Source: an optimization exercise on an open RTL-to-GDS flow (aim: small area). Production flows keep margins and buffers that such runs may drop. At most, simulation tests tie the RTL to the original design; equivalence was not proved.

red:
==> flow/design.v (excerpt) <==
module ALU_wrapper( clk, reset, ABCmd_i, LoadA_i, LoadB_i, LoadCmd_i, ACC_o, Done_o);
Settings: LEC_CHECK=0, CAP_MARGIN=20, CORE_MARGIN=2, CORE_UTILIZATION=40, GPL_TIMING_DRIVEN=0, SLEW_MARGIN=20; clock period 6.0 ns.
standard.sh (not shown) runs the stock make flow with config.mk's settings and CLKGATE_MAP_FILE= SYNTH_SCRIPT=/design/flow/synth_recipe.tcl, a recipe that flattens the netlist after the stock synthesis.
==> flow/flow/run.sh <==
#!/bin/bash
# Own layout flow: the standard ORFS flow, except that
#  - synthesis maps the design's FA/HA adder modules straight onto the
#    sky130 fa_1/ha_1 cells (flow/my_synth.tcl), and
#  - port buffers are the smallest buffer (buf_1).
# Each tool's output goes to a log file of its own in this folder.
set -euo pipefail
W=$(pwd)
F=$W/flow
# same make call as standard.sh, with our synthesis script
sed "s#SYNTH_SCRIPT=[^ ]*#SYNTH_SCRIPT=$F/my_synth.tcl#" standard.sh > my_standard.sh
grep -q "SYNTH_SCRIPT=$F/my_synth.tcl" my_standard.sh
# my_synth.tcl = synth_recipe.tcl with our own synth wrapper in place of its first line
{ echo "source $F/synth_pre.tcl"; tail -n +2 synth_recipe.tcl; } > $F/my_synth.tcl
export MY_FLOW_DIR=$F
if [[ -f $F/env.sh ]]; then source $F/env.sh; fi
bash my_standard.sh synth > synth.log 2>&1
bash my_standard.sh > layout.log 2>&1
==> flow/flow/abc3.script <==
strash
ifraig
dc2
dch -f
map -a
mfs2
strash
dch -f
map -a
topo
==> flow/flow/adder_map.v <==
module FA(a, b, c, s, co);
	input a, b, c;
	output s, co;
	sky130_fd_sc_hd__fa_1 _TECHMAP_REPLACE_ (.A(a), .B(b), .CIN(c), .SUM(s), .COUT(co));
endmodule

module HA(a, b, s, co);
	input a, b;
	output s, co;
	sky130_fd_sc_hd__ha_1 _TECHMAP_REPLACE_ (.A(a), .B(b), .SUM(s), .COUT(co));
endmodule
==> flow/flow/env.sh <==
export BUFFER_PORTS_ARGS="-buffer_cell sky130_fd_sc_hd__buf_1"
export MY_NO_EXTRACT_FA=1
export MY_ABC_SCRIPT=abc3.script
export SETUP_MOVE_SEQUENCE="unbuffer,sizeup,swap"
==> flow/flow/synth_pre.tcl <==
# Replaces the first line of synth_recipe.tcl (which wraps synth in -nofsm -noshare).
# Before the first synth call, the FA/HA adder modules of the design are mapped
# straight onto the platform's full/half adder cells, and ABC is given an
# area-oriented script.
proc synth {args} {
  if { ![info exists ::my_adders_mapped] } {
    set ::my_adders_mapped 1
    yosys proc
    yosys techmap -map $::env(MY_FLOW_DIR)/adder_map.v
    if { [info exists ::env(MY_NO_EXTRACT_FA)] } {
      unset ::env(ADDER_MAP_FILE)
    }
    if { [info exists ::env(MY_ABC_SCRIPT)] } {
      set i [lsearch -exact $::abc_args -script]
      lset ::abc_args [expr {$i + 1}] $::env(MY_FLOW_DIR)/$::env(MY_ABC_SCRIPT)
    }
  }
  yosys synth -nofsm -noshare {*}$args
}
red finished end to end and its layout was clean on timing, DRC and antenna.
--- input diff red..blue ---
diff --git a/flow/design.v b/flow/design.v
--- a/flow/design.v
+++ b/flow/design.v
@@ -22,30 +22,30 @@
 	reg [7:0] rA, rB, ACC_o;
 	wire [3:0] op  = ABCmd_i[3:0];
 	wire       CI  = ABCmd_i[4];
 	wire       shr = ABCmd_i[5];
 	wire       BCD = ABCmd_i[6];
 	wire       MUL = ABCmd_i[7];
 	reg [2:0] state;
-	wire RO      = ~state[2] & ~state[1];
-	wire LoadA   = ~state[2] &  state[1];
-	wire LoadB   =  state[2] & ~state[1];
+	wire RO      = ~state[1];
+	wire LoadA   = ~state[2] &  state[1] & ~state[0];
+	wire LoadB   =  state[0];
 	wire LoadCmd =  state[2] &  state[1];
-	assign Done_o = state[0];
+	assign Done_o = state[2] & ~state[1];
 	wire nA = (RO & ~LoadCmd_i & ~LoadB_i & LoadA_i) | (LoadA & ~LoadB_i & ~LoadCmd_i) |
 	          (LoadB & LoadA_i) | (LoadCmd & LoadA_i);
 	wire nB = (RO & ~LoadCmd_i & LoadB_i) | (LoadA & LoadB_i) |
 	          (LoadB & ~LoadA_i & ~LoadCmd_i) | (LoadCmd & ~LoadA_i & LoadB_i);
 	wire nC = (RO & LoadCmd_i) | (LoadA & ~LoadB_i & LoadCmd_i) | (LoadB & ~LoadA_i & LoadCmd_i);
 	wire nO = LoadCmd & ~LoadA_i & ~LoadB_i;
 	always @(posedge clk or posedge reset)
 		if (reset)
 			state <= 3'b000;
 		else
-			state <= {nB | nC, nA | nC, nO};
+			state <= {nC | nO, nA | nB | nC, nB};
 	always @(posedge clk or posedge reset)
 		if (reset) begin
 			rA <= 0;
 			rB <= 0;
 		end else begin
 			if (LoadA) rA <= ABCmd_i;
 			if (LoadB) rB <= ABCmd_i;
Findings:
Compare blue and red | final cell count higher: red
Comparing blue and red, the lower number of standard cells after synthesis is on blue.
Die outline area ends up lower on blue.
From red to blue the numbers moved as follows: final wirelength now sits lower; total global-route track usage shrank by 0.20 points; largest net degree at the start of global routing level; footprint of the multi-input gates has decreased.

* * *

ALU_wrapper, a different RTL version from the one above (not shown whole).
Size in the first run: ~400 cells after synthesis, about 28 flip-flops, ~22 I/O pins, ~0.0032 sq mm of cells after synthesis.
export LEC_CHECK = 0
export CAP_MARGIN = 20
export CORE_MARGIN = 2
export CORE_UTILIZATION = 40
export GPL_TIMING_DRIVEN = 0
export SLEW_MARGIN = 20
create_clock -name core_clock -period 6.0 [get_ports {clk}]
==> flow/flow/my_synth.tcl <==
source /design/flow/flow/synth_pre.tcl
source $::env(SCRIPTS_DIR)/synth.tcl
# left out here: clear keep_hierarchy, flatten, clean up, hide names made inside functions, write 1_2_yosys.v
Scripts as last shown in full above: flow/flow/run.sh, flow/flow/abc3.script, flow/flow/adder_map.v, flow/flow/env.sh, flow/flow/synth_pre.tcl
The first run went through all stages and came out clean.
Then changed:
--- a/flow/design.v
+++ b/flow/design.v
@@ -22,31 +22,31 @@
 	reg [7:0] rA, rB, ACC_o;
 	wire [3:0] op  = ABCmd_i[3:0];
 	wire       CI  = ABCmd_i[4];
 	wire       shr = ABCmd_i[5];
 	wire       BCD = ABCmd_i[6];
 	wire       MUL = ABCmd_i[7];
 	reg [2:0] state;
 	wire RO      = ~state[2] & ~state[1];
-	wire LoadCmd =  state[2] &  state[1];
-	wire LoadA   =  state[2] & ~state[1];
-	wire LoadB   = ~state[2] &  state[1];
-	assign Done_o = state[0];
+	wire LoadA   =  state[1] & ~state[0];
+	wire LoadB   =  state[1] &  state[0];
+	wire LoadCmd =  state[2];
+	assign Done_o = ~state[1] & state[0];
 	wire nA = (RO & ~LoadCmd_i & ~LoadB_i & LoadA_i) | (LoadA & ~LoadB_i & ~LoadCmd_i) |
 	          (LoadB & LoadA_i) | (LoadCmd & LoadA_i);
 	wire nB = (RO & ~LoadCmd_i & LoadB_i) | (LoadA & LoadB_i) |
 	          (LoadB & ~LoadA_i & ~LoadCmd_i) | (LoadCmd & ~LoadA_i & LoadB_i);
 	wire nC = (RO & LoadCmd_i) | (LoadA & ~LoadB_i & LoadCmd_i) | (LoadB & ~LoadA_i & LoadCmd_i);
 	wire nO = LoadCmd & ~LoadA_i & ~LoadB_i;
 	always @(posedge clk or posedge reset)
 		if (reset)
 			state <= 3'b000;
 		else
-			state <= {nA | nC, nB | nC, nO};
+			state <= {nC, nA | nB, nB | nO};
 	always @(posedge clk or posedge reset)
 		if (reset) begin
 			rA <= 0;
 			rB <= 0;
 		end else begin
 			if (LoadA) rA <= ABCmd_i;
 			if (LoadB) rB <= ABCmd_i;
 		end
After rerunning: Cell area hardly moves; maximum frequency is higher by about 2.4%; setup slack gets better by 0.14 ns; die area is higher by about 0.75%; non-clock buffer count is unchanged; utilization barely changes; synthesized cell count is higher by about 1.8%; wire length is lower by about 0.75%; register-to-register slack gets better by 0.33 ns; cell count is higher by about 1.3%; count of clock-buffer cells in the layout stays the same; clock skew is higher by 0.0036 ns; worst hold slack gets better by 0.0044 ns.
Function was not checked in any run of this note: the RTL went through the layout flow alone.

* * *

RTL: one of the versions met above, not the one the previous note started from.
For scale: roughly 28 flip-flops, ~22 I/O pins.
clock: 6.0 ns
lec_check: 0
cap_margin: 20
core_margin: 2
core_utilization: 40
gpl_timing_driven: 0
slew_margin: 20
==> flow/flow/env.sh <==
export BUFFER_PORTS_ARGS="-buffer_cell sky130_fd_sc_hd__buf_1"
export MY_NO_EXTRACT_FA=1
export MY_ABC_SCRIPT=abc3.script
export RECOVER_POWER=100
Scripts as last shown in full above: flow/flow/run.sh, flow/flow/abc3.script, flow/flow/adder_map.v, flow/flow/my_synth.tcl, flow/flow/synth_pre.tcl
Then changed:
--- a/flow/design.v
+++ b/flow/design.v
@@ -50,23 +50,19 @@
 			if (LoadA) rA <= ABCmd_i;
 			if (LoadB) rB <= ABCmd_i;
 		end
 	reg  [7:0] lg;
 	wire       lg8 = shr & rA[0];
 	reg  [7:0] op2;
 	wire       cin = CI & ~shr & ~(op[3] & op[2]);
+	wire [7:0] u  = shr ? {CI, rA[7:1]} : rA;
+	wire [1:0] k  = shr ? 2'b11 : op[1:0];
+	wire       ke = ~(k[1] ^ k[0]);
 	always @* begin
-		case (op[1:0])
-		    2'b00: lg = rA | rB;
-		    2'b01: lg = rA & rB;
-		    2'b10: lg = rA ^ rB;
-		    2'b11: lg = rA;
-		endcase
-		if (shr)
-		    lg = {CI, rA[7:1]};
+		lg  = ({8{~k[0]}} & ~u & rB) | (u & ({8{ke}} | (rB ^ {8{k[1]}})));
 		case (op[3:2])
 		    2'b00: op2 = rB;
 		    2'b01: op2 = ~rB;
 		    2'b10: op2 = lg;
 		    2'b11: op2 = 8'd0;
 		endcase
 	end
@@ -275,15 +271,20 @@
 	wire ms54, mc54;
 	FA u_m54(.a(mc40), .b(ms41), .c(mc53), .s(ms54), .co(mc54));
 	wire ms55, mc55;
 	FA u_m55(.a(mc41), .b(pp7_7), .c(mc54), .s(ms55), .co(mc55));
 	wire [15:0] mult_out = ~{mc55, ms55, ms54, ms53, ms52, ms51, ms50, ms49, ms48, ms47, ms46, ms45, ms44, ms43, ms42, pp0_0};
 	always @(posedge clk)
 		mc_hi <= mc_lo;
+	wire eL = LoadCmd & MUL;
+	wire eH8 = Done_o & MUL;
+	wire eS = LoadCmd & ~MUL;
+	wire eF = Done_o & ~MUL;
+	wire eH = ~LoadCmd & ~Done_o;
+	wire [7:0] acc_d = ({8{eL}} & mult_out[7:0]) | ({8{eH8}} & mult_out[15:8]) | ({8{eS}} & s) |
+	                   ({8{eF}} & {3'b000, CO, AV, AZ, AN, HC}) | ({8{eH}} & ACC_o);
 	always @(posedge clk or posedge reset)
 		if (reset)
 			ACC_o <= 0;
-		else if (LoadCmd)
-			ACC_o <= MUL ? mult_out[7:0] : s;
-		else if (Done_o)
-			ACC_o <= MUL ? mult_out[15:8] : {3'b000, CO, AV, AZ, AN, HC};
+		else
+			ACC_o <= acc_d;
 endmodule
The changed run went through all stages and came out clean.
Worst hold slack gains 0.052 ns.
Wire length fell by a few percent.
Fmax fell slightly.
Setup slack loses 0.11 ns.
Clock-buffer cell count is unchanged.
Cell area rose by a few percent.
The RTL of the second run of this note was laid out without a check of its function.

* * *

## old
ALU_wrapper, a different RTL version from the one above (not shown whole).
For scale: about 350 cells after synthesis, roughly 28 flip-flops, about 22 I/O pins, about 3100 um^2 of cells after synthesis.
==> flow/config.mk <==
export PLATFORM = sky130hd
export DESIGN_NAME = ALU_wrapper
export DESIGN_NICKNAME = ALU_wrapper
export VERILOG_FILES = /design/flow/design.v
export SDC_FILE = /design/flow/constraint.sdc
export NUM_CORES = 4
export LEC_CHECK = 0
export CAP_MARGIN = 20
export CORE_MARGIN = 2
export CORE_UTILIZATION = 40
export GPL_TIMING_DRIVEN = 0
export SLEW_MARGIN = 20
==> flow/constraint.sdc <==
create_clock -name core_clock -period 6.0 [get_ports {clk}]
set_input_delay 1.2000 -clock core_clock [delete_from_list [all_inputs] [get_ports {clk}]]
set_output_delay 1.2000 -clock core_clock [all_outputs]
set_load 0.01 [all_outputs]
==> flow/flow/env.sh <==
export BUFFER_PORTS_ARGS="-buffer_cell sky130_fd_sc_hd__buf_1"
export MY_NO_EXTRACT_FA=1
export MY_ABC_SCRIPT=abc3.script
export SETUP_MOVE_SEQUENCE="unbuffer,sizeup,swap"
export CTS_ARGS="-sink_clustering_enable -repair_clock_nets -dont_use_dummy_load"
Scripts as last shown in full above: flow/flow/run.sh, flow/flow/abc3.script, flow/flow/adder_map.v, flow/flow/my_synth.tcl, flow/flow/synth_pre.tcl
Complete run, failing final checks: old, reason negative setup slack.
Modified inputs, new compared to old
--- a/flow/design.v
+++ b/flow/design.v
@@ -23,28 +23,28 @@
 	wire [3:0] op  = ABCmd_i[3:0];
 	wire       CI  = ABCmd_i[4];
 	wire       shr = ABCmd_i[5];
 	wire       BCD = ABCmd_i[6];
 	wire       MUL = ABCmd_i[7];
 	reg [2:0] state;
-	wire RO      = ~state[1];
-	wire LoadA   = ~state[2] &  state[1] & ~state[0];
-	wire LoadB   =  state[0];
+	wire RO      = ~state[2] & ~state[1];
+	wire LoadA   = ~state[2] &  state[1];
+	wire LoadB   =  state[2] & ~state[1];
 	wire LoadCmd =  state[2] &  state[1];
-	assign Done_o = state[2] & ~state[1];
+	assign Done_o = state[0];
 	wire nA = (RO & ~LoadCmd_i & ~LoadB_i & LoadA_i) | (LoadA & ~LoadB_i & ~LoadCmd_i) |
 	          (LoadB & LoadA_i) | (LoadCmd & LoadA_i);
 	wire nB = (RO & ~LoadCmd_i & LoadB_i) | (LoadA & LoadB_i) |
 	          (LoadB & ~LoadA_i & ~LoadCmd_i) | (LoadCmd & ~LoadA_i & LoadB_i);
 	wire nC = (RO & LoadCmd_i) | (LoadA & ~LoadB_i & LoadCmd_i) | (LoadB & ~LoadA_i & LoadCmd_i);
 	wire nO = LoadCmd & ~LoadA_i & ~LoadB_i;
 	always @(posedge clk or posedge reset)
 		if (reset)
 			state <= 3'b000;
 		else
-			state <= {nC | nO, nA | nB | nC, nB};
+			state <= {nB | nC, nA | nC, nO};
 	always @(posedge clk or posedge reset)
 		if (reset) begin
 			rA <= 0;
 			rB <= 0;
 		end else begin
 			if (LoadA) rA <= ABCmd_i;
@@ -68,26 +68,38 @@
 		    2'b01: op2 = ~rB;
 		    2'b10: op2 = lg;
 		    2'b11: op2 = 8'd0;
 		endcase
 	end
 	wire [7:0] s;
-	wire c1, c2, c3, c4, c5, c6, c7, c8;
+	wire c1, c2, c3, c5, c6, c7;
 	FA u_a0(.a(lg[0]), .b(op2[0]), .c(cin), .s(s[0]), .co(c1));
 	FA u_a1(.a(lg[1]), .b(op2[1]), .c(c1),  .s(s[1]), .co(c2));
 	FA u_a2(.a(lg[2]), .b(op2[2]), .c(c2),  .s(s[2]), .co(c3));
-	FA u_a3(.a(lg[3]), .b(op2[3]), .c(c3),  .s(s[3]), .co(c4));
-	wire HC = c4 | (BCD & s[3] & (s[2] | s[1]));
+	wire t3  = lg[3] ^ op2[3];
+	wire g3  = lg[3] & op2[3];
+	assign s[3] = t3 ^ c3;
+	wire s21 = s[2] | s[1];
+	wire HC0 = g3 | (BCD & t3 & s21);
+	wire HC1 = g3 | t3 | (BCD & ~t3 & s21);
+	wire HC  = c3 ? HC1 : HC0;
 	FA u_a4(.a(lg[4]), .b(op2[4]), .c(HC),  .s(s[4]), .co(c5));
 	FA u_a5(.a(lg[5]), .b(op2[5]), .c(c5),  .s(s[5]), .co(c6));
 	FA u_a6(.a(lg[6]), .b(op2[6]), .c(c6),  .s(s[6]), .co(c7));
-	FA u_a7(.a(lg[7]), .b(op2[7]), .c(c7),  .s(s[7]), .co(c8));
-	wire CO = (lg8 ^ c8) | (BCD & s[7] & (s[6] | s[5]));
-	wire AN = s[7];
-	wire AZ = ~|s;
-	wire AV = rA[7] ^ op2[7] ^ CO ^ AN;
+	wire t7  = lg[7] ^ op2[7];
+	wire g7  = lg[7] & op2[7];
+	assign s[7] = t7 ^ c7;
+	wire s65 = s[6] | s[5];
+	wire CO0 = (lg8 ^ g7) | (BCD & t7 & s65);
+	wire CO1 = (lg8 ^ (g7 | t7)) | (BCD & ~t7 & s65);
+	wire CO  = c7 ? CO1 : CO0;
+	wire V0  = rA[7] ^ op2[7] ^ CO0 ^ t7;
+	wire V1  = rA[7] ^ op2[7] ^ CO1 ^ ~t7;
+	wire AV  = c7 ? V1 : V0;
+	wire AN  = s[7];
+	wire AZ  = ~|s;
 	reg mc_hi;
 	wire pp0_0 = ~(rA[0] & rB[0]);
 	wire pp0_1 = ~(rA[1] & rB[0]);
 	wire pp0_2 = ~(rA[2] & rB[0]);
 	wire pp0_3 = ~(rA[3] & rB[0]);
 	wire pp0_4 = ~(rA[4] & rB[0]);
## What came out
Re sequential cell count: no difference whatsoever between new and old.
Comparing fraction of final layout cells sized beyond drive strength 1 for new and old, the bigger number came from old.
Changes observed in new relative to old: least setup slack across all paths after layout went up 0.43 ns; die area went up about 1.4%.
Diff new..old | clock skew | negligible
Both conditions hold for new: the flow ran to the end and the final layout passed the timing, design-rule and antenna checks.
No functional check of the RTL was part of any run of this note.

==> afterwards: timing with drivers on the ports <==
How much do the figures lean on ideal ports? The routed layouts below were timed once more, with nothing changed but the port constraints.
Step 1 assumes that a clkbuf_16 drives the clock port and a buf_2 every other input.
Step 2, shift: input delay + t, output delay - t, t = (earliest + latest rising clock arrival at the registers) / 2. This alone moves slack from input paths to output paths.
a / b / c = ideal ports / drivers / drivers and shift; a / b = the first two.
| run | t, ns | slack for setup (ns) | latest minus earliest clock arrival (ns) | worst register clock-pin slew, ns |
|---|---|---|---|---|
| red | 0.316 | 0.203 / 0.203 / -0.086 | 0.008 / 0.009 | 0.10 / 0.10 |
| blue | 0.309 | 0.212 / 0.212 / -0.067 | 0.006 / 0.007 | 0.10 / 0.10 |
| the first run of note 2 | 0.307 | 0.162 / 0.162 / 0.036 | 0.003 / 0.003 | 0.10 / 0.10 |
| the second run of note 2 | 0.307 | 0.301 / 0.292 / -0.016 | 0.006 / 0.007 | 0.10 / 0.10 |
| the first run of note 3 | 0.318 | 0.213 / 0.213 / -0.056 | 0.017 / 0.016 | 0.11 / 0.11 |
| the second run of note 3 | 0.307 | 0.105 / 0.047 / -0.260 | 0.007 / 0.006 | 0.10 / 0.10 |
| old | 0.303 | -0.151 / -0.184 / -0.487 | 0.012 / 0.012 | 0.10 / 0.10 |
| new | 0.306 | 0.277 / 0.277 / -0.030 | 0.011 / 0.011 | 0.10 / 0.10 |
Met with ideal ports but missed after step 2: setup timing in 6 of these runs. The setup slack of the second run of note 3, which loses most, moves by -0.058 ns with the drivers and by -0.365 ns with both steps.
